Context: an optimization exercise on an open-source flow, tuned for small area and a short achievable clock period. The choices shown serve that exercise and are no tape-out recipe.
In this exercise RTL edits were held to simulation tests only and were not proved equivalent to the original.
In every run shown here, the design's own scripts or RTL, not TritonCTS, make the clock network.
The clock port is modelled as an ideal driver, which makes a skipped or thinned clock tree look cheaper than it is; a real chip needs a root buffer or a tree.
Power figures rest on the tool's default switching activity, not on a simulated workload.

**flow/run.sh**
```bash
#!/bin/bash
# The standard layout, except that the clock tree is built by flow/manual_cts.tcl:
# the clock port drives four root buffers, each driving the leaf buffers of
# about 28 flip-flops apiece. Each tool's output goes to its own log here.
set -euo pipefail
export PRE_CTS_TCL="$PWD/flow/pre_cts.tcl"
export MCTS_PER=28
export MCTS_ROOTS=4
bash standard.sh > standard.log 2>&1
```
**flow/manual_cts.tcl**
```tcl
# Two-level clock tree: the clock port drives one root buffer, which drives
# one leaf buffer per cluster of about 28 flip-flops (k-means on position).
proc mcts_build {} {
  set block [ord::get_db_block]
  set db [ord::get_db]
  set clk [$block findNet clk]
  set master [$db findMaster sky130_fd_sc_hd__clkbuf_16]
  set sinks {}
  foreach it [$clk getITerms] {
    if {[$it isInputSignal] || [[$it getMTerm] getSigType] eq "CLOCK" || [[$it getMTerm] getName] eq "CLK"} {
      set inst [$it getInst]
      set b [$inst getBBox]
      lappend sinks [list $it [expr {([$b xMin]+[$b xMax])/2.0}] [expr {([$b yMin]+[$b yMax])/2.0}]]
    }
  }
  set n [llength $sinks]
  set per $::env(MCTS_PER)
  set k [expr {int(ceil(double($n)/$per))}]
  # k-means, seeded along a serpentine order
  set sorted [lsort -real -index 2 $sinks]
  set cx {}; set cy {}
  for {set i 0} {$i < $k} {incr i} {
    set s [lindex $sorted [expr {int(($i + 0.5) * $n / $k)}]]
    lappend cx [lindex $s 1]; lappend cy [lindex $s 2]
  }
  set cap [expr {int(ceil(double($n)/$k * 1.15))}]
  for {set iter 0} {$iter < 30} {incr iter} {
    # capacity-limited assignment: sinks in order of their best distance
    set pairs {}
    set si 0
    foreach s $sinks {
      set x [lindex $s 1]; set y [lindex $s 2]
      for {set c 0} {$c < $k} {incr c} {
        set d [expr {abs($x - [lindex $cx $c]) + abs($y - [lindex $cy $c])}]
        lappend pairs [list $d $si $c]
      }
      incr si
    }
    set pairs [lsort -real -index 0 $pairs]
    set assign [lrepeat $n -1]
    set cnt [lrepeat $k 0]
    foreach p $pairs {
      lassign $p d si c
      if {[lindex $assign $si] >= 0} continue
      if {[lindex $cnt $c] >= $cap} continue
      lset assign $si $c
      lset cnt $c [expr {[lindex $cnt $c] + 1}]
    }
    set sx [lrepeat $k 0.0]; set sy [lrepeat $k 0.0]
    for {set si 0} {$si < $n} {incr si} {
      set c [lindex $assign $si]
      lset sx $c [expr {[lindex $sx $c] + [lindex $sinks $si 1]}]
      lset sy $c [expr {[lindex $sy $c] + [lindex $sinks $si 2]}]
    }
    for {set c 0} {$c < $k} {incr c} {
      if {[lindex $cnt $c] > 0} {
        lset cx $c [expr {[lindex $sx $c] / [lindex $cnt $c]}]
        lset cy $c [expr {[lindex $sy $c] / [lindex $cnt $c]}]
      }
    }
  }
  puts "MCTS: $n sinks, $k clusters, sizes $cnt"
  set xs [lsort -real $cx]; set ys [lsort -real $cy]
  set mxc [lindex $xs [expr {$k / 2}]]; set myc [lindex $ys [expr {$k / 2}]]
  set groups [dict create]
  for {set c 0} {$c < $k} {incr c} {
    set g [expr {([lindex $cx $c] >= $mxc ? 1 : 0) + ([lindex $cy $c] >= $myc ? 2 : 0)}]
    if {$::env(MCTS_ROOTS) == 1} { set g 0 }
    dict lappend groups $g $c
  }
  set leaves [lrepeat $k {}]
  foreach g [dict keys $groups] {
    set cl [dict get $groups $g]
    set rx 0.0; set ry 0.0
    foreach c $cl { set rx [expr {$rx + [lindex $cx $c]}]; set ry [expr {$ry + [lindex $cy $c]}] }
    set rx [expr {int($rx / [llength $cl])}]; set ry [expr {int($ry / [llength $cl])}]
    set root [odb::dbInst_create $block $master clkbuf_root_$g]
    $root setLocation $rx $ry
    $root setPlacementStatus PLACED
    set rnet [odb::dbNet_create $block clknet_root_$g]
    $rnet setSigType CLOCK
    [$root findITerm A] connect $clk
    [$root findITerm X] connect $rnet
    foreach c $cl {
      set leaf [odb::dbInst_create $block $master clkbuf_leaf_$c]
      $leaf setLocation [expr {int([lindex $cx $c])}] [expr {int([lindex $cy $c])}]
      $leaf setPlacementStatus PLACED
      set lnet [odb::dbNet_create $block clknet_leaf_$c]
      $lnet setSigType CLOCK
      [$leaf findITerm A] connect $rnet
      [$leaf findITerm X] connect $lnet
      lset leaves $c $lnet
    }
  }
  for {set si 0} {$si < $n} {incr si} {
    set it [lindex $sinks $si 0]
    $it disconnect
    $it connect [lindex $leaves [lindex $assign $si]]
  }
  $clk setSigType CLOCK
}
```
**flow/pre_cts.tcl**
```tcl
# Runs before ORFS's clock tree synthesis step: builds the clock tree by hand
# (manual_cts.tcl) and turns clock_tree_synthesis into a no-op for this step.
source [file join [file dirname [info script]] manual_cts.tcl]
mcts_build
set_propagated_clock [all_clocks]
proc clock_tree_synthesis {args} { puts "clock tree already built by manual_cts.tcl" }
```
**standard.sh**
```bash
#!/bin/bash
# synth_recipe.tcl (not shown) runs the flow's synth.tcl, then flattens the netlist and writes it again
# the make line also repeats each setting of config.mk as NAME=value (left out here)
make -C /OpenROAD-flow-scripts/flow DESIGN_CONFIG=/design/flow/config.mk WORK_HOME=/design/flow/orfs CLKGATE_MAP_FILE= SYNTH_SCRIPT=/design/flow/synth_recipe.tcl "${@:-finish}"
```
**config.mk**
```make
export PLATFORM = sky130hd
export DESIGN_NAME = router_top
export DESIGN_NICKNAME = router_top
export VERILOG_FILES = /design/flow/design.v
export SDC_FILE = /design/flow/constraint.sdc
export NUM_CORES = 4
export LEC_CHECK = 0
export CAP_MARGIN = 0
export CORE_MARGIN = 2
export CORE_UTILIZATION = 60
export PLACE_DENSITY = 0.68
export SETUP_SLACK_MARGIN = 3.1
export SLEW_MARGIN = 0
```
**constraint.sdc**
```tcl
create_clock -name core_clock -period 5.0 [get_ports {clk}]
set_input_delay 1.0000 -clock core_clock [delete_from_list [all_inputs] [get_ports {clk}]]
set_output_delay 1.0000 -clock core_clock [all_outputs]
set_load 0.01 [all_outputs]
```
**design.v**
```verilog
module fifo(input clk, rstn, re, we_reg, sel, lfd,
	input [7:0] rdata,
	output vld, vo, full, sft,
	output [7:0] dout);
	reg [134:0] mem;         
	reg [15:0]  pos;         
	reg [3:0]   wptr;        
	reg         nfull;
	reg         vld_q;       
	reg [7:0]   data_out;
	reg [5:0]   cnt;         
	reg         cnt_zero;    
	reg [4:0]   tmo;         
	reg         sft_rst;
	reg         clr;         
	reg [8:0] head;
	integer k;
	always @(*) begin
		head = 9'd0;
		for (k = 0; k < 15; k = k + 1)
			head = head | ({9{pos[k]}} & mem[9*k +: 9]);
	end
	wire nempty = ~pos[15];
	wire kill = ~rstn | sft_rst;
	wire wr = we_reg & sel & ~nfull & ~sft_rst;
	wire rd_ok = nempty & ~clr;
	always @(posedge clk)
		if (wr) mem <= {mem[125:0], lfd, rdata};
	wire [15:0] up = {pos[14:0], pos[15]};
	wire [15:0] dn = {pos[0], pos[15:1]};
	wire [15:0] pos_nr = wr ? up : pos;
	wire        nf_nr  = wr ? pos[13] & (wptr != 4'd14) : nfull;
	wire [15:0] pos_r  = rd_ok ? (wr ? pos : dn) : pos_nr;
	wire        nf_r   = rd_ok ? (wr & pos[14] & (wptr != 4'd14)) : nf_nr;
	always @(posedge clk) begin
		if (kill) begin
			pos <= 16'h8000;
			wptr <= 4'd0;
			vld_q <= 1'b0;
			nfull <= 1'b0;
		end else begin
			if (wr)
				wptr <= wptr + 4'd1;
			pos <= re ? pos_r : pos_nr;
			vld_q <= re ? (rd_ok ? (wr | ~pos[0]) : (wr ? ~pos[14] : vld_q))
			            : (wr ? ~pos[14] : vld_q);
			nfull <= re ? nf_r : nf_nr;
		end
	end
	always @(posedge clk) begin
		if (kill | clr)
			data_out <= 8'd0;
		else if (re & nempty)
			data_out <= head[7:0];
	end
	always @(posedge clk)
		clr <= ~kill & ~clr & re & nempty & ~head[8] & (cnt_zero | (cnt == 6'd0)) & (|head[7:0]);
	wire [5:0] cnt_h = head[8] ? head[7:2] : cnt - 6'd1;
	wire       cz_h  = head[8] ? 1'b0 : (cnt_zero | (cnt == 6'd0));
	always @(posedge clk) begin
		if (kill) begin
			cnt <= 6'd0;
			cnt_zero <= 1'b1;
		end else if (re & nempty) begin
			cnt <= cnt_h;
			cnt_zero <= cz_h;
		end
	end
	wire tmo_end = (tmo == 5'd8);
	always @(posedge clk) begin
		if (~nempty | re | tmo_end)
			tmo <= 5'd1;
		else
			tmo <= {tmo[3:0], tmo[4] ^ tmo[2]};
		sft_rst <= rstn & nempty & ~re & tmo_end;
	end
	assign vld = nempty;
	assign vo = vld_q;
	assign full = nfull;
	assign sft = sft_rst;
	assign dout = data_out;
endmodule
module router_top(input clk,rstn,re_0,re_1,re_2,pkt_valid,
	      input[7:0]data_in,
	      output vld_out_0,vld_out_1,vld_out_2,err,busy,
	      output[7:0]data_out_0,data_out_1,data_out_2);
reg st_da, st_lfd, st_wte, st_ld, st_ffs, st_lp, st_laf, st_cpe;
reg [1:0] addr_q;       
reg [2:0] dsel;         
reg       we_q;         
reg       lfd;          
reg [7:0] rdata;        
reg [7:0] fbyte;        
reg [7:0] par;          
reg       parity_done, low_pkt_valid, err_q;
wire [2:0] sft;
wire [2:0] vld;
wire [2:0] vo;
wire [2:0] full;
wire fifo_full = |(dsel & full);
wire we_reg = we_q;
wire rst_all = ~rstn | (|sft);
wire hdr_ok = pkt_valid & ~(data_in[1] & data_in[0]);
wire hdr_empty = (data_in[1:0] == 2'd0) ? ~vld[0] : (data_in[1:0] == 2'd1) ? ~vld[1] : ~vld[2];
wire wait_empty = (addr_q == 2'd0) ? ~vld[0] : (addr_q == 2'd1) ? ~vld[1] : (addr_q == 2'd2) ? ~vld[2] : 1'b0;
wire da_n  = (st_da & ~hdr_ok) | (st_laf & parity_done) | (st_cpe & ~fifo_full);
wire lfd_n = (st_da & hdr_ok & hdr_empty) | (st_wte & wait_empty);
wire wte_n = (st_da & hdr_ok & ~hdr_empty) | (st_wte & ~wait_empty);
wire ld_n  = st_lfd | (st_ld & ~fifo_full & pkt_valid) | (st_laf & ~parity_done & ~low_pkt_valid);
wire ffs_n = fifo_full & (st_ld | st_ffs | st_cpe);
wire lp_n  = (st_ld & ~fifo_full & ~pkt_valid) | (st_laf & ~parity_done & low_pkt_valid);
reg busy_q;              
always @(posedge clk) begin
	if (rst_all) begin
		st_da <= 1'b1; st_lfd <= 1'b0; st_wte <= 1'b0; st_ld <= 1'b0;
		st_ffs <= 1'b0; st_lp <= 1'b0; st_laf <= 1'b0; st_cpe <= 1'b0;
		busy_q <= 1'b0;
		we_q <= 1'b0;
	end else begin
		st_da  <= da_n;
		st_lfd <= lfd_n;
		st_wte <= wte_n;
		st_ld  <= ld_n;
		st_ffs <= ffs_n;
		st_lp  <= lp_n;
		st_laf <= st_ffs & ~fifo_full;
		st_cpe <= st_lp;
		busy_q <= ~(da_n | ld_n);
		we_q <= ld_n | lp_n | (st_ffs & ~fifo_full);
	end
end
assign busy = busy_q;
always @(posedge clk) begin
	addr_q <= data_in[1:0];
	lfd <= st_lfd;
end
always @(posedge clk) begin
	if (~rstn)
		dsel <= 3'b001;
	else if (st_da)
		dsel <= {data_in[1:0] == 2'd2, data_in[1:0] == 2'd1, data_in[1:0] == 2'd0};
end
always @(posedge clk) begin
	if (~rstn) begin
		rdata <= 8'd0;
		fbyte <= 8'd0;
		par <= 8'd0;
		parity_done <= 1'b0;
		low_pkt_valid <= 1'b0;
		err_q <= 1'b0;
	end else begin
		if (st_da | (st_ld & ~fifo_full))
			rdata <= data_in;
		else if (st_laf)
			rdata <= fbyte;
		if (fifo_full)
			fbyte <= data_in;
		if (st_da)
			par <= data_in;
		else if (st_ld)
			par <= par ^ data_in;
		if (st_da)
			parity_done <= 1'b0;
		else if ((st_laf & low_pkt_valid & ~parity_done) | (st_ld & ~fifo_full & ~pkt_valid))
			parity_done <= 1'b1;
		if (st_cpe)
			low_pkt_valid <= 1'b0;
		else if (st_ld & ~pkt_valid)
			low_pkt_valid <= 1'b1;
		if (st_cpe)
			err_q <= |par;
	end
end
assign err = err_q;
fifo q0(.clk(clk), .rstn(rstn), .re(re_0), .we_reg(we_reg), .sel(dsel[0]), .lfd(lfd),
	.rdata(rdata), .vld(vld[0]), .vo(vo[0]), .full(full[0]), .sft(sft[0]), .dout(data_out_0));
fifo q1(.clk(clk), .rstn(rstn), .re(re_1), .we_reg(we_reg), .sel(dsel[1]), .lfd(lfd),
	.rdata(rdata), .vld(vld[1]), .vo(vo[1]), .full(full[1]), .sft(sft[1]), .dout(data_out_1));
fifo q2(.clk(clk), .rstn(rstn), .re(re_2), .we_reg(we_reg), .sel(dsel[2]), .lfd(lfd),
	.rdata(rdata), .vld(vld[2]), .vo(vo[2]), .full(full[2]), .sft(sft[2]), .dout(data_out_2));
assign vld_out_0 = vo[0];
assign vld_out_1 = vo[1];
assign vld_out_2 = vo[2];
endmodule
```
==> reports/metrics.yaml, run 1 <==
fin_crit_sh_pct: 38.8
vias: 13300
drtPass1Iterations: 7
syn_nets: 1559
wirelength_mm: 49.4
whs_ps: 401
min_path_cells: 0
vias_per_cell: 6.49
synth_area_mm2: 0.0216
maxCapViolations: 0
yosys.area.top_type: "edfxtp_1"
finClkSkew_ps: 33.7
grt_pass1_wl_mm: 75.2
rows: 69
p_per_area_mw_per_mm2: 322
slowest_stage: "a222oi_1"
yosysUniqueCellTypes: 54
core_area_mm2: 0.0355
grt_usage_pct: 25.5
syn_to_final_growth_pct: 10.7
synth_top_area_share_pct: 56.4
die_h_um: 194
ys_top_cells_by_area: "edfxtp_1 (56%), dfxtp_1 (16%), a22oi_1 (7.1%)"
fin_nets: 1614
dieArea_mm2: 0.0375
critPathArrivalTime_ps: 2150
place_congestion: 0.806
critPathMaxFanout: 8
use_met3_pct: 3.71
seq_area_mm2: 0.0158
grt_pass1_vias: 12800
met2_usage_pct: 40.7
max_freq_ghz: 0.516
relSlewSlack_pct: 42.3
ys_ff_latch: 580
critPathBufInv: 2
syn_area_per_cell_um2: 14.1
final_area_mm2: 0.0239
rsz0062_at_grt: "yes"
fin_tns_setup_ps: 0
synth_edf_count: 405
placed_cell_area_mm2: 0.0224
n_fill_cell: 2494
numPortBuffers: 42
reg2reg_to: "q0.cnt[1]"
hold_viol_final: 0
hold_class: "reg2reg"
start_util_pct: 60.8
synthFlopType: "edfxtp_1"
route.detailed.drc: 0
fin_crit_ps: 1940
dp_worst_setup_slack_ps: 1830
drt_iter0_drc: 1622
vdd_drop_max_v: 0.000471
holdPathEnd: "lfd"
met1_usage_pct: 37.8
rr_worst_depth: 5
yosys_warnings: 2
fin_ws_ps: 3060
synth_seq_area_share_pct: 72.6
p_leak_nw: 8.14
setup_viol: 0
path_class: "in2reg"
die_x_um: 194
drtAntennaViolNets: 0
crit_path_cell_trace: "buf_2, nand2b_4, nor3_4, nor2_4, buf_4, a222oi_1, nor2_1"
hp-start: "st_lfd"
clk_latency_ps: 350
final_layout_size_suffix_gt1_share_pct: 17.7
critPathMaxStageDelay_ps: 310
hpwl_mm: 28.5
r2r-start: "q0.mem[26]"
slew_viol_final: 0
ios: 43
busiest_layer: "met2"
r2r_setup_slack_ps: 3110
worstMarginPinSlew_ps: 864
wl_per_cell_um: 24.1
synthCells: 1533
critPathRequiredTime_ps: 5210
cp-start-kind: "input port"
multi_input_area_mm2: 0.00587
end_kind: "register"
startpoint: "re_1"
path_delay_family: "simple AND/OR/NAND/NOR gates"
clkTransAtPathRegs_ps: 90
grt_max_degree: 72
outcome: "no timing/DRC/antenna violations"
grt_antenna_before_repair: 2
async_flop_share_pct: 0
overflow: 0
[power breakdown]
part | internal (mW) | total, mW | switching [mW] | leakage (nW)
Clock | 0.909 | 2.21 | 1.30 | 0.308
Combinational | 0.0914 | 0.225 | 0.134 | 2.71
Sequential | 5.17 | 5.25 | 0.0796 | 5.12
[per-stage QoR]
step / utilization, % / total power [mW] / cells
2_1_floorplan: - / 5.47 / 1533
3_3_place_gp: 63.2 / 5.55 / 1951
3_5_place_dp: 63.2 / 5.56 / 1951
4_1_cts: 66.6 / 7.72 / 2021
5_1_grt: 67.3 / 7.91 / 2049
6_report: 67.3 / 7.69 / 2049
[layout make-up]
cell class | count | area share [%]
Antenna cell | 2 | 0.0210
Buffer | 25 | 2.62
Inverter | 16 | 0.539
Multi-Input combinational cell | 848 | 24.6
Sequential cell | 580 | 66.0
Tap cell | 461 | 2.41
Timing Repair Buffer | 111 | 3.59
Timing Repair inverter | 6 | 0.220
[registers in the layout, indices dropped and copies added, names as in the netlist, 16 cells and up]
signal and flops:
q2.mem 135, q0.mem 135, q2.pos 16, q0.pos 16
q1.pos 16, q1.mem 135
[layout by cell type, fill, tap and decap left out, types with 21 or more instances in the layout]
master and count:
nand4_1 22, buf_4 64, buf_2 31, edfxtp_1 405
a22oi_1 204, dfxtp_2 70, nor2_1 64, a222oi_1 31
dfxtp_1 99, a21oi_1 62, nor2b_1 21, a211oi_1 27
nand2_1 116, clkbuf_16 25, mux2i_1 33, nand3_1 27
[synth_stat cells (all sizes together), types with 3 or more instances]
library cell  instances
a211oi               28
a21boi               12
a21oi                66
a222oi               31
a22oi               204
a311o                 3
a32o                  8
and2                 15
and3                  5
buf                  15
clkbuf               75
dfxtp               175
edfxtp              405
ha                   12
inv                  16
mux2                  3
mux2i                33
nand2               116
nand2b               19
nand3                28
nand3b               11
nand4                22
nand4bb               3
nor2                 80
nor2b                23
nor3                 32
nor3b                 4
nor4                  6
o211a                14
o211ai                3
o21ai                32
o22ai                 3
or2                   3
or3                   3
xnor2                 3
xor2                  6
[how the worst max path moves through the flow]
stage,endpoint,slack (ps),depth (start not counted)
2_1_floorplan,busy_q,3010,6
3_3_place_gp,q0.clr,1910,6
3_5_place_dp,q0.clr,1830,6
4_1_cts,q1.pos[0],3100,7
5_1_grt,q1.pos[0],3050,7
6_report,q1.pos[0],3060,7
[timing repair]
| action | in CTS | in global routing |
|---|---|---|
| pin swaps | 16 | 15 |
| hold buffers | 0 | 0 |
| setup endpoints to repair | 214 | 72 |
| gates cloned | 8 | 0 |
| resized for setup | 243 | 42 |
| setup buffers | 37 | 26 |
[routing by layer]
metal  up-vias  wire [um]
met4         0        986
li1       6062          -
met2       519      23200
met1      6655      21400
met5         -          0
met3        58       3910
[cell families (layout without fill, tap and decap cells)]
logic type      count (synthesis)  in the layout  synth area share, %
fa+ha+maj                      12             12                0.696
compound gates                416            416                 14.0
simple gates                  374            375                 8.67
flops                         580            580                 72.6
xor+xnor                        9              9                0.365
mux                            36             36                 1.69
other cells                     0              2                    0
buf+inv                       106            158                 1.94
==> run 2: changes to the inputs <==
--- a/config.mk
+++ b/config.mk
@@ -8,6 +8,5 @@
 export CAP_MARGIN = 0
 export CORE_MARGIN = 2
 export CORE_UTILIZATION = 60
-export PLACE_DENSITY = 0.68
-export SETUP_SLACK_MARGIN = 3.1
+export SETUP_SLACK_MARGIN = 3.05
 export SLEW_MARGIN = 0
==> run 2 against run 1 <==
  * Still clean
  * Sequential power about the same
  * Clock skew up 8.7 ps
  * Sequential share of layout area up 0.50 points
  * Synthesized area unchanged
  * Utilization down 0.63 points
  * Combinational power down 2%
==> reports/metrics.yaml, run 2 <==
outcome: "no timing/DRC/antenna violations"  # unchanged
wirelength_mm: 50.0  # was 49.4 mm
syn_nets: 1559  # unchanged
ios: 43  # unchanged
hpwl_mm: 29.1  # was 28.5 mm
clk_latency_ps: 360  # was 350 ps
fin_tns_setup_ps: 0  # unchanged
grt_max_degree: 72  # unchanged
placed_cell_area_mm2: 0.0224  # about the same
yosys_warnings: 2  # unchanged
critPathArrivalTime_ps: 920  # was 2150 ps
finClkSkew_ps: 42.4  # was 33.7 ps
rows: 69  # unchanged
start_util_pct: 60.8  # unchanged
synth_edf_count: 405  # unchanged
p_leak_nw: 7.94  # was 8.14 nW
yosysUniqueCellTypes: 54  # unchanged
numPortBuffers: 42  # unchanged
vdd_drop_max_v: 0.000424  # was 0.000471 V
n_fill_cell: 2573  # was 2494
drtPass1Iterations: 6  # was 7
synth_seq_area_share_pct: 72.6  # unchanged
synth_compound_area_share_pct: 14.0  # unchanged
max_freq_ghz: 0.521  # was 0.516 GHz
grt_pass1_wl_mm: 76.4  # was 75.2 mm
drt_iter0_drc: 1454  # was 1622
synthCells: 1533  # unchanged
synthXorXnorAreaFrac_pct: 0.365  # unchanged
grt_antenna_before_repair: 4  # was 2
end_kind: "output pin"  # was register
layout.cells.non_filler: 2022  # was 2049
synth_area_mm2: 0.0216  # unchanged
p_per_area_mw_per_mm2: 325  # was 322 mW/mm^2
path_class: "reg2out"  # was in2reg
fin_crit_ps: 1920  # was 1940 ps
yosys.area.top_type: "edfxtp_1"  # unchanged
overflow: 0  # unchanged
synth_common_cells: "edfxtp_1 (405), a22oi_1 (204), dfxtp_1 (175)"  # unchanged
drtAntennaViolNets: 0  # unchanged
clkTransAtPathRegs_ps: 110  # was 90 ps
ys_top_cells_by_area: "edfxtp_1 (56%), dfxtp_1 (16%), a22oi_1 (7.1%)"  # unchanged
synth_top_family_by_area: "compound AO/OA/AOI/OAI gates"  # unchanged
synth_top_area_share_pct: 56.4  # unchanged
critPathRequiredTime_ps: 4000  # was 5210 ps
critPathMaxStageDelay_ps: 350  # was 310 ps
syn_area_per_cell_um2: 14.1  # unchanged
dieArea_mm2: 0.0375  # unchanged
grt_pass1_vias: 12700  # was 12.8k
setup_viol: 0  # unchanged
wl_per_cell_um: 24.7  # was 24.1 um
slew_viol_final: 0  # unchanged
crit_path_cell_trace: "clkdlybuf4s15_1"  # was buf_2, nand2b_4, nor3_4, nor2_4, buf_4, a222oi_1, nor2_1
numPlacedInstances: 1951  # unchanged
largestRegisters: "q0.mem: 135 flops, q1.mem: 135 flops, q2.mem: 135 flops"  # unchanged
maxCapViolations: 0  # unchanged
critPathBufInv: 1  # was 2
synthAdderAreaFrac_pct: 0.696  # unchanged
die_x_um: 194  # unchanged
route.detailed.drc: 0  # unchanged
die_h_um: 194  # unchanged
vias_per_cell: 6.54  # was 6.49
place_congestion: 0.782  # was 0.806
fin_crit_sh_pct: 38.4  # was 38.8%
final_layout_size_suffix_gt1_share_pct: 14.5  # was 17.7%
syn_to_final_growth_pct: 9.70  # was 10.7%
synth.most_common_cell: "edfxtp_1"  # unchanged
fin_nets: 1585  # was 1614
vias: 13200  # was 13.3k
layout_common_cells: "edfxtp_1 (405), a22oi_1 (201), nand2_1 (116)"  # was edfxtp_1 (405), a22oi_1 (204), nand2_1 (116)
grt_usage_pct: 25.9  # was 25.5%
slowest_stage: "dfxtp_1"  # was a222oi_1
core_area_mm2: 0.0355  # unchanged
final_area_mm2: 0.0237  # was 0.0239 mm^2
rsz0062_at_grt: "no"  # was yes
synthFlopType: "edfxtp_1"  # unchanged
async_flop_share_pct: 0  # unchanged
cts_hold_buf: 0  # unchanged
cp-start-kind: "register"  # was input port
synthMuxAreaShare_pct: 1.69  # unchanged
hold_viol_final: 0  # unchanged
synthSimpleGateAreaFrac_pct: 8.67  # unchanged
ys_ff_latch: 580  # unchanged
relSlewSlack_pct: 45.9  # was 42.3%
critPathMaxFanout: 1  # was 8
path_delay_family: "flip-flops"  # was simple AND/OR/NAND/NOR gates
mostFrequentLayoutCell: "edfxtp_1"  # unchanged
worstMarginPinSlew_ps: 811  # was 864 ps
hold_class: "reg2reg"  # unchanged
run 2: cell families (layout without fill, tap and decap cells):
group	count (synthesis)	count (layout)
compound gates	416	416
xor+xnor	9	9
fa+ha+maj	12	12
buf+inv	106	127
flops	580	580
mux	36	36
other cells	0	4
simple gates	374	377
run 2: stage by stage:
| stage | hold WS [ps] | setup WS, ps | power [mW] | utilization, % |
|---|---|---|---|---|
| global placement | 385 | 1570 | 5.55 | 63.1 |
| detailed placement | 382 | 1530 | 5.56 | 63.1 |
| global route | 432 | 3050 | 7.93 | 66.7 |
| floorplan | 331 | 3010 | 5.46 | - |
| finish | 412 | 3080 | 7.69 | 66.7 |
| CTS | 415 | 3050 | 7.73 | 66.6 |
run 2: worst paths after layout:
path	startpoint	to	slack, ps	cells past startpoint
worst min register to register	st_lp	st_cpe	410	1
worst max register to register	q0.pos[8]	q0.cnt[4]	3130	5
worst max-delay path	busy_q	busy	3080	1
worst min-delay path	st_lp	st_cpe	410	1
run 2: area by class of cell:
cell class | count | area (um^2) | share of cell area, %
flip-flops and latches | 580 | 15700 | 66.5
multi-input cells | 850 | 5850 | 24.7
repair buffers | 80 | 672 | 2.84
plain buffers | 25 | 626 | 2.64
well taps | 461 | 577 | 2.44
inverters | 16 | 129 | 0.545
repair inverters | 6 | 52.6 | 0.222
diodes | 4 | 10.0 | 0.0423
run 2: metal layers:
metal / share of wire [%] / global-route usage (%) / vias to the layer above
met5: 0 / 0 / -
met2: 45 / 40.1 / 545
li1: - / - / 6001
met1: 44 / 39.3 / 6614
met3: 8.1 / 3.68 / 66
met4: 2.6 / 6.45 / 0
run 2: power by group:
part	switching, mW	internal [mW]
Combinational	0.134	0.0858
Sequential	0.0800	5.17
Clock	1.31	0.910
run 2: what timing repair did:
item | 4_1_cts | 5_1_grt
endpoints found under the hold margin | 0 | 0
gates cloned | 9 | 0
setup endpoints to repair | 169 | 88
setup buffers | 27 | 6
gates resized for setup | 182 | 66
pin swaps | 13 | 7
==> run 3: changes to the inputs <==
--- a/config.mk
+++ b/config.mk
@@ -8,5 +8,6 @@
 export CAP_MARGIN = 0
 export CORE_MARGIN = 2
 export CORE_UTILIZATION = 60
-export SETUP_SLACK_MARGIN = 3.05
+export GPL_ROUTABILITY_DRIVEN = 0
+export SETUP_SLACK_MARGIN = 3.1
 export SLEW_MARGIN = 0
==> run 3 against run 2 <==
  * Sequential power about the same
  * Sequential share of layout area rose by 0.079 points
  * Still clean
  * Synthesized area unchanged
  * Final cell count increased by 0.35%
  * Global-route usage shrank 0.61 points
  * Register-to-register slack about the same
  * Clock power barely moved
  * Design area about the same
  * Maximum frequency increased by 3.1%
  * Critical path depth up 4
  * Worst setup slack better by 58 ps
==> reports/metrics.yaml, run 3 <==
outcome: "no timing/DRC/antenna violations"  # unchanged
critPathRequiredTime_ps: 5290  # was 4000 ps
synthFlopType: "edfxtp_1"  # unchanged
wirelength_mm: 48.8  # was 50.0 mm
multi_input_area_mm2: 0.00586  # was 0.00585 mm^2
critPathMaxStageDelay_ps: 400  # was 350 ps
synth_edf_count: 405  # unchanged
p_per_area_mw_per_mm2: 324  # was 325 mW/mm^2
layout_common_cells: "edfxtp_1 (405), a22oi_1 (203), nand2_1 (116)"  # was edfxtp_1 (405), a22oi_1 (201), nand2_1 (116)
die_x_um: 194  # unchanged
syn_to_final_growth_pct: 9.77  # was 9.70%
numPortBuffers: 42  # unchanged
drtAntennaViolNets: 0  # unchanged
dieArea_mm2: 0.0375  # unchanged
final_area_mm2: 0.0237  # about the same
final_util_pct: 66.7  # about the same
async_flop_share_pct: 0  # unchanged
clk_latency_ps: 360  # about the same
slew_viol_final: 0  # unchanged
final_layout_size_suffix_gt1_share_pct: 16.0  # was 14.5%
crit_path_cell_trace: "a222oi_1, nand3_2, or2_4, mux2_4, o21ai_2"  # was clkdlybuf4s15_1
whs_ps: 375  # was 412 ps
synthCells: 1533  # unchanged
route.detailed.drc: 0  # unchanged
yosysUniqueCellTypes: 54  # unchanged
setup_viol: 0  # unchanged
max_freq_ghz: 0.537  # was 0.521 GHz
synth_common_cells: "edfxtp_1 (405), a22oi_1 (204), dfxtp_1 (175)"  # unchanged
fin_crit_sh_pct: 37.2  # was 38.4%
grt_antenna_before_repair: 1  # was 4
p_leak_nw: 8.02  # was 7.94 nW
critPathArrivalTime_ps: 2150  # was 920 ps
fin_nets: 1592  # was 1585
maxCapViolations: 0  # unchanged
fin_crit_ps: 1860  # was 1920 ps
start_util_pct: 60.8  # unchanged
drt_iter0_drc: 1261  # was 1454
vdd_drop_max_v: 0.000486  # was 0.000424 V
ys_ff_latch: 580  # unchanged
ios: 43  # unchanged
core_area_mm2: 0.0355  # unchanged
relSlewSlack_pct: 45.5  # was 45.9%
synth_top_area_share_pct: 56.4  # unchanged
clkTransAtPathRegs_ps: 110  # about the same
yosys_warnings: 2  # unchanged
seq_area_mm2: 0.0158  # was 0.0157 mm^2
synth.most_common_cell: "edfxtp_1"  # unchanged
critPathMaxFanout: 3  # was 1
die_h_um: 194  # unchanged
overflow: 0  # unchanged
vias_per_cell: 6.54  # about the same
path_class: "reg2reg"  # was reg2out
synth_area_mm2: 0.0216  # unchanged
n_fill_cell: 2538  # was 2573
rows: 69  # unchanged
slowest_stage: "edfxtp_1"  # was dfxtp_1
end_kind: "register"  # was output pin
path_delay_family: "simple AND/OR/NAND/NOR gates"  # was flip-flops
syn_nets: 1559  # unchanged
syn_area_per_cell_um2: 14.1  # unchanged
vias: 13300  # was 13.2k
mostFrequentLayoutCell: "edfxtp_1"  # unchanged
grt_pass1_vias: 12600  # was 12.7k
grt_usage_pct: 25.3  # was 25.9%
hpwl_mm: 28.5  # was 29.1 mm
dp_worst_setup_slack_ps: 1650  # was 1530 ps
wl_per_cell_um: 24.1  # was 24.7 um
ys_top_cells_by_area: "edfxtp_1 (56%), dfxtp_1 (16%), a22oi_1 (7.1%)"  # unchanged
finClkSkew_ps: 34.5  # was 42.4 ps
worstMarginPinSlew_ps: 817  # was 811 ps
fin_ws_ps: 3140  # was 3080 ps
placed_cell_area_mm2: 0.0224  # about the same
largestRegisters: "q0.mem: 135 flops, q1.mem: 135 flops, q2.mem: 135 flops"  # unchanged
rsz0062_at_grt: "yes"  # was no
fin_tns_setup_ps: 0  # unchanged
yosys.area.top_type: "edfxtp_1"  # unchanged
hold_class: "reg2reg"  # unchanged
critPathBufInv: 0  # was 1
hold_viol_final: 0  # unchanged
grt_pass1_wl_mm: 74.8  # was 76.4 mm
synth_seq_area_share_pct: 72.6  # unchanged
cts_hold_buf: 0  # unchanged
cp-start-kind: "register"  # unchanged
grt_max_degree: 72  # unchanged
drtPass1Iterations: 8  # was 6
-- run 3: cell counts after synthesis --
No cell type changed its count.
-- run 3: metal layers --
metal	GRT usage [%]	wire length (um)
met5	0	0
met4	7.46	1640
met3	3.21	4040
met2	38.3	21600
met1	38.9	21600
-- run 3: power by group --
part	leakage [nW]	internal [mW]	switching, mW
Sequential	5.12	5.17	0.0772
Clock	0.308	0.909	1.30
Combinational	2.59	0.0854	0.134
Total	8.02	6.17	1.51
-- run 3: final timing paths --
path,endpoint,start,cells after the start,slack (ps)
max,q0.cnt[1],q0.mem[26],5,3140
min,lfd,st_lfd,0,380
max reg2reg,q0.cnt[1],q0.mem[26],5,3140
min reg2reg,lfd,st_lfd,0,380
-- run 3: final cells by class --
| cell class | instances | area share, % |
|---|---|---|
| repair buffers | 88 | 2.75 |
| diodes | 4 | 0.0423 |
| multi-input cells | 849 | 24.8 |
| plain buffers | 25 | 2.64 |
| flip-flops and latches | 580 | 66.6 |
| repair inverters | 6 | 0.222 |
| well taps | 461 | 2.44 |
| inverters | 16 | 0.544 |
-- run 3: repair_timing --
item                                    4_1_cts  5_1_grt
resized for setup                           249       29
cloned                                        7        1
pin swaps                                    15        8
endpoints found under the setup margin      313       67
setup buffers                                32       10
-- run 3: metrics by stage --
step,cells,power [mW]
after floorplan,1533,5.47
after global placement,1950,5.55
after detailed placement,1950,5.56
after CTS,2014,7.71
after global routing,2025,7.90
final,2029,7.68
-- run 3: worst register-to-register path, stage by stage (launching register included) --
cell and delay (ps):
edfxtp_1 400, a222oi_1 370, nand3_2 240, or2_4 340
mux2_4 310, o21ai_2 120
-- run 3: cells by family after synthesis --
logic type      synth area share (%)
buf+inv                         1.94
fa+ha+maj                      0.696
xor+xnor                       0.365
compound gates                  14.0
simple gates                    8.67
flops                           72.6
mux                             1.69
==> run 4: changes to the inputs <==
--- a/config.mk
+++ b/config.mk
@@ -8,6 +8,5 @@
 export CAP_MARGIN = 0
 export CORE_MARGIN = 2
 export CORE_UTILIZATION = 60
-export GPL_ROUTABILITY_DRIVEN = 0
 export SETUP_SLACK_MARGIN = 3.1
 export SLEW_MARGIN = 0
==> run 4 against run 3 <==
  * Still clean on timing, DRC and antenna
  * Synthesized area did not move
  * Combinational power barely moved
  * Critical path depth did not move
  * Sequential share of layout area did not move
  * Total power did not move
  * Die area did not move
  * Sequential cell count did not move
  * Via count did not move
  * Clock power barely moved
==> reports/metrics.yaml, run 4 <==
synth_seq_area_share_pct: 72.6  # unchanged
synthFlopType: "edfxtp_1"  # unchanged
maxCapViolations: 0  # unchanged
synth_area_mm2: 0.0216  # unchanged
drtAntennaViolNets: 0  # unchanged
vias_per_cell: 6.54  # unchanged
finClkSkew_ps: 34.5  # unchanged
fin_tns_setup_ps: 0  # unchanged
end_kind: "register"  # unchanged
rr_worst_depth: 5  # unchanged
final_area_mm2: 0.0237  # unchanged
wirelength_mm: 48.8  # unchanged
critPathArrivalTime_ps: 2150  # about the same
placed_cell_area_mm2: 0.0224  # unchanged
die_h_um: 194  # unchanged
die_x_um: 194  # unchanged
ios: 43  # unchanged
start_util_pct: 60.8  # unchanged
rows: 69  # unchanged
numPlacedInstances: 1950  # unchanged
hold_class: "reg2reg"  # unchanged
dieArea_mm2: 0.0375  # unchanged
relSlewSlack_pct: 45.5  # unchanged
crit_path_cell_trace: "a222oi_1, nand3_2, or2_4, mux2_4, o21ai_2"  # unchanged
clk_latency_ps: 360  # about the same
p_comb_share_pct: 2.9  # about the same
worstMarginPinSlew_ps: 817  # unchanged
wl_per_cell_um: 24.1  # unchanged
synth_common_cells: "edfxtp_1 (405), a22oi_1 (204), dfxtp_1 (175)"  # unchanged
synth_compound_area_share_pct: 14.0  # unchanged
grt_pass1_wl_mm: 74.8  # unchanged
vias: 13300  # unchanged
synthXorXnorAreaFrac_pct: 0.365  # unchanged
synthSimpleGateAreaFrac_pct: 8.67  # unchanged
grt_antenna_before_repair: 1  # unchanged
n_fill_cell: 2538  # unchanged
cp-start-kind: "register"  # unchanged
p_switching_mw: 1.51  # unchanged
critPathMaxStageDelay_ps: 400  # about the same
route.detailed.drc: 0  # unchanged
synth_edf_count: 405  # unchanged
p_per_area_mw_per_mm2: 324  # unchanged
grt_max_degree: 72  # unchanged
critPathMaxFanout: 3  # unchanged
syn_nets: 1559  # unchanged
yosys.area.top_type: "edfxtp_1"  # unchanged
p_seq_share_pct: 68.4  # about the same
hold_viol_final: 0  # unchanged
synth_top_family_by_area: "compound AO/OA/AOI/OAI gates"  # unchanged
yosys_warnings: 2  # unchanged
place_congestion: 0.788
p_leak_nw: 8.02  # unchanged
p_clk_share_pct: 28.8  # about the same
clkTransAtPathRegs_ps: 110  # about the same
outcome: "no timing/DRC/antenna violations"  # unchanged
synthCells: 1533  # unchanged
cts_hold_buf: 0  # unchanged
async_flop_share_pct: 0  # unchanged
ys_ff_latch: 580  # unchanged
largestRegisters: "q0.mem: 135 flops, q1.mem: 135 flops, q2.mem: 135 flops"  # unchanged
synth_top_area_share_pct: 56.4  # unchanged
fin_crit_ps: 1860  # unchanged
layout.cells.non_filler: 2029  # unchanged
numPortBuffers: 42  # unchanged
fin_ws_ps: 3140  # unchanged
slowest_stage: "edfxtp_1"  # unchanged
vdd_drop_max_v: 0.000486  # unchanged
syn_to_final_growth_pct: 9.77  # unchanged
syn_area_per_cell_um2: 14.1  # unchanged
final_layout_size_suffix_gt1_share_pct: 16.0  # unchanged
switching_share_pct: 19.7  # unchanged
fin_nets: 1592  # unchanged
synthMuxAreaShare_pct: 1.69  # unchanged
layout_common_cells: "edfxtp_1 (405), a22oi_1 (203), nand2_1 (116)"  # unchanged
ys_top_cells_by_area: "edfxtp_1 (56%), dfxtp_1 (16%), a22oi_1 (7.1%)"  # unchanged
mostFrequentLayoutCell: "edfxtp_1"  # unchanged
path_class: "reg2reg"  # unchanged
synth.most_common_cell: "edfxtp_1"  # unchanged
yosysUniqueCellTypes: 54  # unchanged
drt_iter0_drc: 1261  # unchanged
synthAdderAreaFrac_pct: 0.696  # unchanged
rsz0062_at_grt: "yes"  # unchanged
whs_ps: 375  # unchanged
core_area_mm2: 0.0355  # unchanged
fin_crit_sh_pct: 37.2  # unchanged
min_path_cells: 0  # unchanged
grt_pass1_vias: 12600  # unchanged
p_int_mw: 6.17  # unchanged
final_util_pct: 66.7  # unchanged
drtPass1Iterations: 8  # unchanged
overflow: 0  # unchanged
max_freq_ghz: 0.537  # unchanged
critPathRequiredTime_ps: 5290  # about the same
hpwl_mm: 28.5  # unchanged
slew_viol_final: 0  # unchanged
setup_viol: 0  # unchanged
power_mw: 7.68  # unchanged
dp_worst_setup_slack_ps: 1650  # unchanged
grt_usage_pct: 25.3  # unchanged
run 4: kinds of logic after synthesis:
group	count (synthesis)
fa+ha+maj	12
mux	36
flops	580
xor+xnor	9
buf+inv	106
compound gates	416
simple gates	374
run 4: final timing paths:
path,start,to,slack (ps)
min,st_lfd,lfd,380
min reg2reg,st_lfd,lfd,380
max,q0.mem[26],q0.cnt[1],3140
max reg2reg,q0.mem[26],q0.cnt[1],3140
run 4: power groups by stage:
stage               clock [mW]  combinational, mW  sequential [mW]
finish                    2.21              0.219             5.25
global route              2.40              0.242             5.26
CTS                       2.25              0.214             5.25
detailed placement           0              0.199             5.36
global placement             0              0.194             5.36
floorplan                    0              0.152             5.31
run 4: critical path: cells and delay by family, from the launching register on:
kind | cells | cell delay, ps
AND/OR/NAND/NOR | 2 | 580
AO/OA/AOI/OAI | 2 | 490
flip-flops | 1 | 400
multiplexers | 1 | 310
run 4: layer usage:
metal  GRT usage (%)  vias up  part of all wire (%)  wire [um]
met2            38.3      580                    44      21600
met5               0        -                     0          0
li1                -     6012                     -          -
met1            38.9     6579                    44      21600
met4            7.46        0                   3.4       1640
met3            3.21       90                   8.3       4040
run 4: area by class of cell:
cell class / count / area (um^2) / share of cell area, %
multi-input combinational: 849 / 5860 / 24.8
inverter: 16 / 129 / 0.544
buffer: 25 / 626 / 2.64
tap: 461 / 577 / 2.44
sequential: 580 / 15800 / 66.6
timing repair buffer: 88 / 651 / 2.75
timing repair inverter: 6 / 52.6 / 0.222
antenna: 4 / 10.0 / 0.0423
run 4: timing repair:
item                       in CTS  in global routing
gates resized for setup       249                 29
hold endpoints to repair        0                  0
gates cloned                    7                  1
buffers inserted               32                 10
setup endpoints to repair     313                 67
pin swaps                      15                  8
==> run 5: changes to the inputs <==
--- a/config.mk
+++ b/config.mk
@@ -7,6 +7,6 @@
 export LEC_CHECK = 0
 export CAP_MARGIN = 0
 export CORE_MARGIN = 2
-export CORE_UTILIZATION = 60
+export CORE_UTILIZATION = 65
 export SETUP_SLACK_MARGIN = 3.1
 export SLEW_MARGIN = 0
==> run 5 against run 4 <==
  * Still clean on timing, DRC and antenna
  * Combinational power about the same
  * Via count grew 0.81%
  * Clock power barely moved
  * Sequential share of layout area is 0.15 points higher
  * Sequential power hardly changed
  * Largest power group unchanged
==> reports/metrics.yaml, run 5 <==
seq_area_mm2: 0.0158  # about the same
synth_seq_area_share_pct: 72.6  # unchanged
ys_ff_latch: 580  # unchanged
use_met3_pct: 3.93  # was 3.21%
hpwl_mm: 28.3  # was 28.5 mm
multi_input_area_mm2: 0.00586  # about the same
fin_nets: 1590  # was 1592
met1_usage_pct: 41.0  # was 38.9%
wirelength_mm: 48.5  # was 48.8 mm
die_x_um: 186  # was 194 um
final_layout_size_suffix_gt1_share_pct: 15.9  # was 16.0%
cp-start-kind: "register"  # unchanged
grt_pass1_vias: 12600  # about the same
mostFrequentLayoutCell: "edfxtp_1"  # unchanged
clk_latency_ps: 380  # was 360 ps
p_leak_nw: 7.99  # was 8.02 nW
finClkSkew_ps: 53.3  # was 34.5 ps
fin_crit_ps: 1880  # was 1860 ps
synth_top_area_share_pct: 56.4  # unchanged
critPathBufInv: 0  # unchanged
layout_common_cells: "edfxtp_1 (405), a22oi_1 (201), nand2_1 (116)"  # was edfxtp_1 (405), a22oi_1 (203), nand2_1 (116)
yosys_warnings: 2  # unchanged
start_util_pct: 66.1  # was 60.8%
grt_usage_pct: 27.7  # was 25.3%
syn_area_per_cell_um2: 14.1  # unchanged
fin_tns_setup_ps: 0  # unchanged
grt_antenna_before_repair: 3  # was 1
drtPass1Iterations: 9  # was 8
hold_class: "reg2reg"  # unchanged
critPathMaxFanout: 13  # was 3
grt_pass1_wl_mm: 73.3  # was 74.8 mm
synth_common_cells: "edfxtp_1 (405), a22oi_1 (204), dfxtp_1 (175)"  # unchanged
end_kind: "register"  # unchanged
vias_per_cell: 6.67  # was 6.54
vdd_drop_max_v: 0.000222  # was 0.000486 V
async_flop_share_pct: 0  # unchanged
overflow: 0  # unchanged
path_delay_family: "flip-flops"  # was simple AND/OR/NAND/NOR gates
setup_viol: 0  # unchanged
met2_usage_pct: 43.7  # was 38.3%
outcome: "no timing/DRC/antenna violations"  # unchanged
slew_viol_final: 0  # unchanged
final_util_pct: 72.4  # was 66.7%
startpoint: "q0.pos[14]"  # was q0.mem[26]
slowest_stage: "dfxtp_1"  # was edfxtp_1
rows: 66  # was 69
numPlacedInstances: 1931  # was 1950
synth.most_common_cell: "edfxtp_1"  # unchanged
worstMarginPinSlew_ps: 856  # was 817 ps
hold_viol_final: 0  # unchanged
critPathRequiredTime_ps: 5290  # about the same
syn_to_final_growth_pct: 9.49  # was 9.77%
rsz0062_at_grt: "yes"  # unchanged
n_fill_cell: 2188  # was 2538
route.detailed.drc: 0  # unchanged
critPathMaxStageDelay_ps: 570  # was 400 ps
max_freq_ghz: 0.531  # was 0.537 GHz
clkTransAtPathRegs_ps: 90  # was 110 ps
ios: 43  # unchanged
drt_iter0_drc: 1563  # was 1261
critPathArrivalTime_ps: 2180  # was 2150 ps
largestRegisters: "q0.mem: 135 flops, q1.mem: 135 flops, q2.mem: 135 flops"  # unchanged
synth_edf_count: 405  # unchanged
drtAntennaViolNets: 0  # unchanged
yosys.area.top_type: "edfxtp_1"  # unchanged
numPortBuffers: 42  # unchanged
busiest_layer: "met2"  # was met1
place_congestion: 0.803  # was 0.788
die_h_um: 186  # was 194 um
path_class: "reg2reg"  # unchanged
synthCells: 1533  # unchanged
vias: 13400  # was 13.3k
maxCapViolations: 0  # unchanged
r2r-start: "q0.pos[14]"  # was q0.mem[26]
syn_nets: 1559  # unchanged
fin_crit_sh_pct: 37.6  # was 37.2%
core_area_mm2: 0.0326  # was 0.0355 mm^2
synth_area_mm2: 0.0216  # unchanged
p_per_area_mw_per_mm2: 325  # was 324 mW/mm^2
ys_top_cells_by_area: "edfxtp_1 (56%), dfxtp_1 (16%), a22oi_1 (7.1%)"  # unchanged
crit_path_cell_trace: "a22oi_1, nand3_2, nor2_4, mux2_4, o22ai_1"  # was a222oi_1, nand3_2, or2_4, mux2_4, o21ai_2
synthFlopType: "edfxtp_1"  # unchanged
layout.cells.non_filler: 2004  # was 2029
relSlewSlack_pct: 42.9  # was 45.5%
antennaDiodeCount: 0  # was 4
wl_per_cell_um: 24.2  # was 24.1 um
hp-start: "st_lfd"  # unchanged
yosysUniqueCellTypes: 54  # unchanged
grt_max_degree: 72  # unchanged
dieArea_mm2: 0.0347  # was 0.0375 mm^2
run 5: cell types whose count changed in the layout (fill, tap and decap cells not counted), sizes merged:
cell          before  now
buf               79   76
diode              4    0
clkbuf            26   27
dlygate4sd2        2    1
dlymetal6s2s       0    1
run 5: report_power, final:
group | switching (mW) | internal, mW | leakage (nW) | total (mW)
clock | 1.29 | 0.908 | 0.308 | 2.19
combinational | 0.134 | 0.0848 | 2.57 | 0.219
sequential | 0.0794 | 5.17 | 5.11 | 5.25
run 5: path summary, 6_finish.rpt:
check | slack (ps) | cells after the start | end
min reg2reg | 380 | 0 | lfd
max reg2reg | 3120 | 5 | q0.cnt[4]
max | 3120 | 5 | q0.cnt[4]
min | 380 | 0 | lfd
run 5: what timing repair did:
action                                 in CTS  in global routing
gates cloned                                8                  0
resized for setup                         243                 34
setup buffers                              28                 12
endpoints found under the hold margin       0                  0
pin swaps                                  15                 15
setup endpoints to repair                 422                 51
hold buffers                                0                  0
run 5: area by class of cell:
| type | instances | area share, % |
|---|---|---|
| timing repair buffer | 86 | 2.66 |
| timing repair inverter | 6 | 0.233 |
| multi-input combinational | 849 | 24.8 |
| sequential | 580 | 66.8 |
| buffer | 25 | 2.65 |
| tap | 442 | 2.34 |
| inverter | 16 | 0.546 |
run 5: logic make-up after synthesis:
| family | count (synthesis) | synth area share (%) |
|---|---|---|
| AO/OA/AOI/OAI | 416 | 14.0 |
| XOR/XNOR | 9 | 0.365 |
| adder cells (fa/ha/maj) | 12 | 0.696 |
| buffers and inverters | 106 | 1.94 |
| flip-flops | 580 | 72.6 |
| multiplexers | 36 | 1.69 |
| AND/OR/NAND/NOR | 374 | 8.67 |
run 5: per-layer routing:
metal / part of all wire, % / up-vias / routed length [um]
met5: 0 / - / 0
met1: 41 / 6607 / 20100
met4: 3.1 / 0 / 1510
li1: - / 6014 / -
met2: 46 / 658 / 22400
met3: 9.3 / 90 / 4490
run 5: per-stage QoR:
stage	setup slack [ps]	hold WS (ps)	power (mW)	instance area (um^2)
floorplan	3010	331	5.47	21800
global placement	1780	371	5.55	22400
detailed placement	1730	366	5.56	22400
CTS	3100	378	7.71	23400
global route	3060	384	7.88	23600
finish	3120	381	7.66	23600
==> run 6: changes to the inputs <==
==> flow/run.sh (replaced) <==
#!/bin/bash
# The standard layout, except that the clock tree is built by flow/manual_cts.tcl:
# the clock port drives four root buffers, each driving the leaf buffers of
# about 25 flip-flops apiece. Each tool's output goes to its own log here.
set -euo pipefail
export PRE_CTS_TCL="$PWD/flow/pre_cts.tcl"
export MCTS_PER=25
export MCTS_ROOTS=4
bash standard.sh > standard.log 2>&1
--- a/config.mk
+++ b/config.mk
@@ -7,6 +7,6 @@
 export LEC_CHECK = 0
 export CAP_MARGIN = 0
 export CORE_MARGIN = 2
-export CORE_UTILIZATION = 65
+export CORE_UTILIZATION = 60
 export SETUP_SLACK_MARGIN = 3.1
 export SLEW_MARGIN = 0
==> run 6 against run 5 <==
  * First-iteration DRC count is 9.3% lower
  * Still clean on timing, DRC and antenna
  * Register-to-register slack hardly changed
  * Highest routed layer is now met5
  * Global-route usage shrank 2.4 points
  * Clock power up 6%
==> reports/metrics.yaml, run 6 <==
rows: 69  # was 66
ys_ff_latch: 580  # unchanged
yosys.area.top_type: "edfxtp_1"  # unchanged
fin_crit_ps: 1890  # was 1880 ps
placed_cell_area_mm2: 0.0224  # about the same
synth_top_area_share_pct: 56.4  # unchanged
end_kind: "register"  # unchanged
path_class: "reg2reg"  # unchanged
grt_antenna_before_repair: 1  # was 3
hold_viol_final: 0  # unchanged
grt_usage_pct: 25.4  # was 27.7%
crit_path_cell_trace: "a222oi_1, nand3_1, nor3_2, nand4_1, o211a_1"  # was a22oi_1, nand3_2, nor2_4, mux2_4, o22ai_1
syn_nets: 1559  # unchanged
numPortBuffers: 42  # unchanged
drtPass1Iterations: 7  # was 9
critPathMaxStageDelay_ps: 540  # was 570 ps
overflow: 0  # unchanged
synthAdderAreaFrac_pct: 0.696  # unchanged
vdd_drop_max_v: 0.000470  # was 0.000222 V
synthMuxAreaShare_pct: 1.69  # unchanged
vias: 13400  # about the same
vias_per_cell: 6.60  # was 6.67
synth_edf_count: 405  # unchanged
async_flop_share_pct: 0  # unchanged
die_h_um: 194  # was 186 um
critPathMaxFanout: 12  # was 13
syn_to_final_growth_pct: 10.0  # was 9.49%
clk_latency_ps: 360  # was 380 ps
grt_pass1_wl_mm: 74.7  # was 73.3 mm
yosysUniqueCellTypes: 54  # unchanged
wl_per_cell_um: 24.2  # about the same
clkTransAtPathRegs_ps: 90  # about the same
synthFlopType: "edfxtp_1"  # unchanged
hold_class: "reg2reg"  # unchanged
antennaDiodeCount: 0  # unchanged
grt_max_degree: 72  # unchanged
fin_nets: 1595  # was 1590
hpwl_mm: 28.5  # was 28.3 mm
place_congestion: 0.788  # was 0.803
fin_tns_setup_ps: 0  # unchanged
synth_seq_area_share_pct: 72.6  # unchanged
largestRegisters: "q0.mem: 135 flops, q1.mem: 135 flops, q2.mem: 135 flops"  # unchanged
critPathRequiredTime_ps: 5250  # was 5290 ps
synth_top_family_by_area: "compound AO/OA/AOI/OAI gates"  # unchanged
critPathArrivalTime_ps: 2140  # was 2180 ps
setup_viol: 0  # unchanged
dieArea_mm2: 0.0375  # was 0.0347 mm^2
maxCapViolations: 0  # unchanged
synthSimpleGateAreaFrac_pct: 8.67  # unchanged
synthCells: 1533  # unchanged
max_freq_ghz: 0.529  # was 0.531 GHz
slowest_stage: "dfxtp_1"  # unchanged
start_util_pct: 60.8  # was 66.1%
top_layer_used: "met5"  # was met4
p_leak_nw: 8.04  # was 7.99 nW
n_fill_cell: 2523  # was 2188
rsz0062_at_grt: "yes"  # unchanged
wl_met2_mm: 21.7  # was 22.4 mm
wirelength_mm: 49.0  # was 48.5 mm
drt_iter0_drc: 1418  # was 1563
ys_top_cells_by_area: "edfxtp_1 (56%), dfxtp_1 (16%), a22oi_1 (7.1%)"  # unchanged
cp-start-kind: "register"  # unchanged
power_mw: 7.80  # was 7.66 mW
syn_area_per_cell_um2: 14.1  # unchanged
synth_area_mm2: 0.0216  # unchanged
drtAntennaViolNets: 0  # unchanged
synth_compound_area_share_pct: 14.0  # unchanged
mostFrequentLayoutCell: "edfxtp_1"  # unchanged
synthXorXnorAreaFrac_pct: 0.365  # unchanged
finClkSkew_ps: 28.2  # was 53.3 ps
slew_viol_final: 0  # unchanged
yosys_warnings: 2  # unchanged
synth_common_cells: "edfxtp_1 (405), a22oi_1 (204), dfxtp_1 (175)"  # unchanged
core_area_mm2: 0.0355  # was 0.0326 mm^2
final_area_mm2: 0.0237  # was 0.0236 mm^2
fin_crit_sh_pct: 37.8  # was 37.6%
worstMarginPinSlew_ps: 819  # was 856 ps
m1WireLength_mm: 21.4  # was 20.1 mm
outcome: "no timing/DRC/antenna violations"  # unchanged
wl_met3_mm: 4.08  # was 4.49 mm
p_per_area_mw_per_mm2: 329  # was 325 mW/mm^2
synth.most_common_cell: "edfxtp_1"  # unchanged
relSlewSlack_pct: 45.3  # was 42.9%
grt_pass1_vias: 12700  # was 12.6k
route.detailed.drc: 0  # unchanged
final_layout_size_suffix_gt1_share_pct: 16.3  # was 15.9%
die_x_um: 194  # was 186 um
ios: 43  # unchanged
layout_common_cells: "edfxtp_1 (405), a22oi_1 (201), nand2_1 (116)"  # unchanged
[run 6: cell counts after synthesis]
No cell type changed its count.
[run 6: report_power, final]
part,total [mW],switching [mW],internal (mW)
registers,5.25,0.0772,5.17
clock network,2.33,1.32,1.01
logic,0.218,0.133,0.0844
total,7.80,1.53,6.27
[run 6: logic make-up after synthesis]
logic type,Yosys count
AOI/OAI and AO/OA,416
xor gates and xnor gates,9
adders and majority gates,12
buffers and inverters,106
DFF,580
muxes,36
and+or+nand+nor,374
[run 6: layout make-up]
type / count / area (um^2) / area share (%)
buffer: 28 / 701 / 2.95
inverter: 16 / 129 / 0.543
multi-input combinational: 848 / 5870 / 24.7
sequential: 580 / 15800 / 66.4
tap: 461 / 577 / 2.43
timing repair buffer: 89 / 632 / 2.66
timing repair inverter: 6 / 52.6 / 0.221
[run 6: through the flow]
stage / utilization (%) / std cells / hold WS [ps] / worst slack, ps
5_1_grt: 66.9 / 2028 / 379 / 3040
3_3_place_gp: 63.2 / 1950 / 367 / 1680
2_1_floorplan: - / 1533 / 331 / 3010
3_5_place_dp: 63.2 / 1950 / 367 / 1650
4_1_cts: 66.4 / 2014 / 380 / 3010
6_report: 66.9 / 2028 / 376 / 3110
[run 6: worst max-delay path, delay by kind of cell, from the launching register on]
kind | cells | cell delay [ps]
and+or+nand+nor | 3 | 690
DFF | 1 | 540
AOI/OAI and AO/OA | 2 | 590
[run 6: final timing paths]
kind | endpoint | slack, ps | depth (start not counted) | startpoint
max reg2reg | q0.clr | 3110 | 5 | q0.pos[12]
max | q0.clr | 3110 | 5 | q0.pos[12]
min reg2reg | lfd | 380 | 0 | st_lfd
min | lfd | 380 | 0 | st_lfd
[run 6: layer usage]
metal / up-vias / global-route usage, %
met1: 6657 / 38.7
met5: - / 0
met4: 4 / 8.34
met2: 619 / 38.3
met3: 94 / 3.02
li1: 6006 / -
[run 6: repair_timing]
| item | in CTS | in global routing |
|---|---|---|
| resized for setup | 238 | 40 |
| setup buffers | 29 | 14 |
| pin swaps | 15 | 12 |
| hold buffers | 0 | 0 |
| cloned | 7 | 0 |
| setup endpoints to repair | 306 | 137 |
==> run 7: changes to the inputs <==
==> flow/run.sh (replaced) <==
#!/bin/bash
# The standard layout, except that:
# - synthesis maps logic with flow/synth_abc.tcl (Yosys's default ABC script);
# - the clock tree is built by flow/manual_cts.tcl: the clock port drives four
#   root buffers, each driving the leaf buffers of about 28 flip-flops apiece.
# Each tool's output goes to its own log here (and ORFS's logs under orfs/logs).
set -euo pipefail
export PRE_CTS_TCL="$PWD/flow/pre_cts.tcl"
export MCTS_PER=28
export MCTS_ROOTS=4
sed "s#SYNTH_SCRIPT=[^ ]*#SYNTH_SCRIPT=$PWD/flow/synth_abc.tcl#" standard.sh > standard_abc.sh
grep -q "SYNTH_SCRIPT=$PWD/flow/synth_abc.tcl" standard_abc.sh
bash standard_abc.sh > standard.log 2>&1
==> flow/synth_abc.tcl (new file) <==
# The standard flow's synthesis script (synth_recipe.tcl), except that ABC maps the logic
# with Yosys's default, area-oriented ABC script in place of ORFS's speed
# script, which buffers and upsizes for the 5 ns clock; the timing repair
# after placement sizes the cells instead. Registers are mapped before ABC
# runs, so they are the standard synthesis's.
proc synth {args} { yosys synth -nofsm -noshare {*}$args }
proc abc {args} {
  set kept {}
  set skip 0
  foreach a $args {
    if {$skip} { set skip 0; continue }
    if {$a in {-script -D -constr}} { set skip 1; continue }
    lappend kept $a
  }
  yosys abc {*}$kept
}
source $::env(SCRIPTS_DIR)/synth.tcl
# left out here: clear keep_hierarchy, flatten, clean up, hide names made inside functions, write 1_2_yosys.v
==> run 7 against run 6 <==
  * Routed wire length is 0.11% lower
  * Final cell count is 1.7% lower
  * Register-to-register slack worse by 30 ps
  * Largest cell class unchanged
  * Worst hold slack better by 1.5 ps
  * Critical endpoint is now q2.clr
  * Die area is 1.8% lower
  * Clock skew is 22 ps higher
  * Still clean on timing, DRC and antenna
==> reports/metrics.yaml, run 7 <==
outcome: "no timing/DRC/antenna violations"  # unchanged
relSlewSlack_pct: 56.4  # was 45.3%
multi_input_area_mm2: 0.00581  # was 0.00587 mm^2
die_x_um: 192  # was 194 um
hp-start: "st_lfd"  # unchanged
fin_crit_sh_pct: 38.4  # was 37.8%
fin_crit_ps: 1920  # was 1890 ps
path_class: "reg2reg"  # unchanged
yosys.area.top_type: "edfxtp_1"  # unchanged
syn_nets: 1454  # was 1559
synth.most_common_cell: "edfxtp_1"  # unchanged
synth_edf_count: 405  # unchanged
seq_area_mm2: 0.0158  # about the same
clkTransAtPathRegs_ps: 110  # was 90 ps
critPathArrivalTime_ps: 2170  # was 2140 ps
drtAntennaViolNets: 0  # unchanged
dp_worst_setup_slack_ps: 1780  # was 1650 ps
rr_worst_depth: 6  # was 5
wl_per_cell_um: 24.5  # was 24.2 um
drt_iter0_drc: 1788  # was 1418
placed_cell_area_mm2: 0.0224  # about the same
grt_usage_pct: 26.0  # was 25.4%
layout_common_cells: "edfxtp_1 (405), dfxtp_1 (105), a21oi_1 (98)"  # was edfxtp_1 (405), a22oi_1 (201), nand2_1 (116)
synth_common_cells: "edfxtp_1 (405), dfxtp_1 (175), a21oi_1 (101)"  # was edfxtp_1 (405), a22oi_1 (204), dfxtp_1 (175)
grt_pass1_wl_mm: 73.3  # was 74.7 mm
grt_max_degree: 81  # was 72
synth_top_area_share_pct: 57.5  # was 56.4%
rsz0062_at_grt: "yes"  # unchanged
drtPass1Iterations: 8  # was 7
yosysUniqueCellTypes: 50  # was 54
syn_area_per_cell_um2: 14.8  # was 14.1 um^2
async_flop_share_pct: 0  # unchanged
setup_viol: 0  # unchanged
start_util_pct: 61.1  # was 60.8%
dieArea_mm2: 0.0368  # was 0.0375 mm^2
worstMarginPinSlew_ps: 652  # was 819 ps
hpwl_mm: 28.0  # was 28.5 mm
final_area_mm2: 0.0236  # was 0.0237 mm^2
cp-start-kind: "register"  # unchanged
r2r_setup_slack_ps: 3080  # was 3110 ps
synthFlopType: "edfxtp_1"  # unchanged
core_area_mm2: 0.0346  # was 0.0355 mm^2
numPortBuffers: 42  # unchanged
grt_antenna_before_repair: 0  # was 1
yosys_warnings: 2  # unchanged
synth_seq_area_share_pct: 74.0  # was 72.6%
clk_latency_ps: 360  # about the same
end_kind: "register"  # unchanged
ios: 43  # unchanged
syn_to_final_growth_pct: 11.3  # was 10.0%
mostFrequentLayoutCell: "edfxtp_1"  # unchanged
cts_hold_buf: 0  # unchanged
min_path_cells: 0  # unchanged
critPathRequiredTime_ps: 5250  # about the same
overflow: 0  # unchanged
max_freq_ghz: 0.521  # was 0.529 GHz
ys_top_cells_by_area: "edfxtp_1 (57%), dfxtp_1 (17%), a222oi_1 (3.4%)"  # was edfxtp_1 (56%), dfxtp_1 (16%), a22oi_1 (7.1%)
final_layout_size_suffix_gt1_share_pct: 14.9  # was 16.3%
n_fill_cell: 2437  # was 2523
r2r-start: "q2.pos[11]"  # was q0.pos[12]
slew_viol_final: 0  # unchanged
holdPathEnd: "lfd"  # unchanged
p_per_area_mw_per_mm2: 349  # was 329 mW/mm^2
largestRegisters: "q0.mem: 135 flops, q1.mem: 135 flops, q2.mem: 135 flops"  # unchanged
reg2reg_to: "q2.clr"  # was q0.clr
vdd_drop_max_v: 0.000499  # was 0.000470 V
vias: 13300  # was 13.4k
critPathMaxFanout: 11  # was 12
rows: 68  # was 69
fin_ws_ps: 3080  # was 3110 ps
synthCells: 1428  # was 1533
place_congestion: 0.799  # was 0.788
hold_viol_final: 0  # unchanged
finClkSkew_ps: 50.3  # was 28.2 ps
antennaDiodeCount: 0  # unchanged
fin_tns_setup_ps: 0  # unchanged
wirelength_mm: 48.9  # was 49.0 mm
synth_area_mm2: 0.0212  # was 0.0216 mm^2
p_leak_nw: 7.94  # was 8.04 nW
hold_class: "reg2reg"  # unchanged
vias_per_cell: 6.67  # was 6.60
grt_pass1_vias: 12500  # was 12.7k
fin_nets: 1567  # was 1595
ys_ff_latch: 580  # unchanged
maxCapViolations: 0  # unchanged
die_h_um: 192  # was 194 um
route.detailed.drc: 0  # unchanged
==> run 7: cell types whose count changed in the layout (fill, tap and decap cells not counted), moves of 20 or more <==
cell      delta
a22oi_1    -124
nand2_1     -48
a31oi_1     +20
a21boi_0    +30
a21oi_1     +36
a211oi_1    -22
a222oi_1    +40
o21ai_0     +36
mux2i_1     +20
==> run 7: how the worst max path moves through the flow <==
stage | from | end | depth (start not counted)
floorplan | q2.nfull | rdata[0] | 4
global route | q2.mem[31] | q2.clr | 5
global placement | rstn | q0.pos[15] | 4
CTS | q0.sft_rst | q0.nfull | 6
detailed placement | rstn | q0.vld_q | 4
finish | q2.pos[11] | q2.clr | 6
==> run 7: through the flow <==
| stage | power, mW | hold slack, ps | utilization [%] | cells |
|---|---|---|---|---|
| 4_1_cts | 8.23 | 373 | 67.5 | 1980 |
| 2_1_floorplan | 5.78 | 331 | - | 1428 |
| 6_report | 8.23 | 377 | 68.1 | 1994 |
| 5_1_grt | 8.50 | 389 | 68.1 | 1994 |
| 3_3_place_gp | 6.04 | 358 | 64.6 | 1930 |
| 3_5_place_dp | 6.05 | 359 | 64.6 | 1930 |
==> run 7: critical path, stage by stage, from the launching register on <==
cell and delay [ps]:
dfxtp_1 320, buf_4 190, a222oi_1 290, nand2_1 140, or4_4 540, nor4_4 220
a31oi_1 130
==> run 7: cells by family (layout without fill, tap and decap cells) <==
family	count (synthesis)	count (layout)	share of synthesized area, %
AND/OR/NAND/NOR	333	337	7.86
XOR/XNOR	8	8	0.331
adder cells (fa/ha/maj)	12	12	0.709
flip-flops	580	580	74.0
AO/OA/AOI/OAI	420	420	14.0
buffers and inverters	17	124	0.301
multiplexers	58	58	2.77
==> run 7: metal layers <==
layer / GRT usage (%) / vias to the layer above / wire, um / share of wire [%]
li1: - / 5981 / - / -
met1: 38.7 / 6660 / 21200 / 43
met2: 40.6 / 567 / 22400 / 46
met3: 2.91 / 85 / 3780 / 7.7
met4: 8.43 / 0 / 1590 / 3.2
met5: 0 / - / 0 / 0
==> run 7: final cells by class <==
class                           count  share of cell area [%]
Multi-Input combinational cell    835                    24.7
Timing Repair inverter              3                   0.207
Sequential cell                   580                    66.9
Buffer                             25                    2.65
Inverter                           17                   0.605
Timing Repair Buffer               79                    2.54
Tap cell                          455                    2.42
==> run 7: power breakdown <==
part	total (mW)	internal, mW	switching [mW]	leakage (nW)
registers	5.41	5.23	0.176	5.12
logic	0.615	0.251	0.364	2.51
clock network	2.20	0.909	1.29	0.308
==> run 7: what timing repair did <==
item	in CTS	in global routing
pin swaps	7	6
resized for setup	219	52
buffers inserted	20	12
gates cloned	5	2
setup endpoints to repair	453	121

what the ideal ports hide:
Ports are ideal in the flow. The routed layouts listed here were re-timed in OpenROAD. Step 1, drivers: a clkbuf_16 drives clk and a buf_2 each remaining input, both assumed. Step 2 also shifts input and output timing later by t, the mid clock arrival at the registers, as if the neighbouring blocks saw the same clock. Slacks: ideal / step 1 / step 2; pairs: ideal / step 1.
run	shift t [ns]	setup WS [ns]	hold WS [ns]	latest minus earliest clock arrival (ns)
run 1	0.454	3.061 / 3.021 / 2.697	0.401 / 0.401 / 0.401	0.046 / 0.046
run 2	0.462	3.080 / 2.962 / 2.737	0.412 / 0.412 / 0.412	0.059 / 0.059
run 3	0.459	3.138 / 3.030 / 2.791	0.375 / 0.375 / 0.375	0.035 / 0.035
run 4	0.459	3.138 / 3.030 / 2.791	0.375 / 0.375 / 0.375	0.035 / 0.035
run 5	0.472	3.118 / 3.023 / 2.763	0.381 / 0.381 / 0.381	0.058 / 0.058
run 6	0.458	3.111 / 3.026 / 2.775	0.376 / 0.376 / 0.376	0.038 / 0.037
run 7	0.464	3.080 / 3.024 / 2.764	0.377 / 0.377 / 0.377	0.052 / 0.052
After both steps setup and hold are still met in every run listed. For run 1, which loses most, drivers alone change the setup slack by -0.040 ns; drivers and shift together by -0.364 ns.
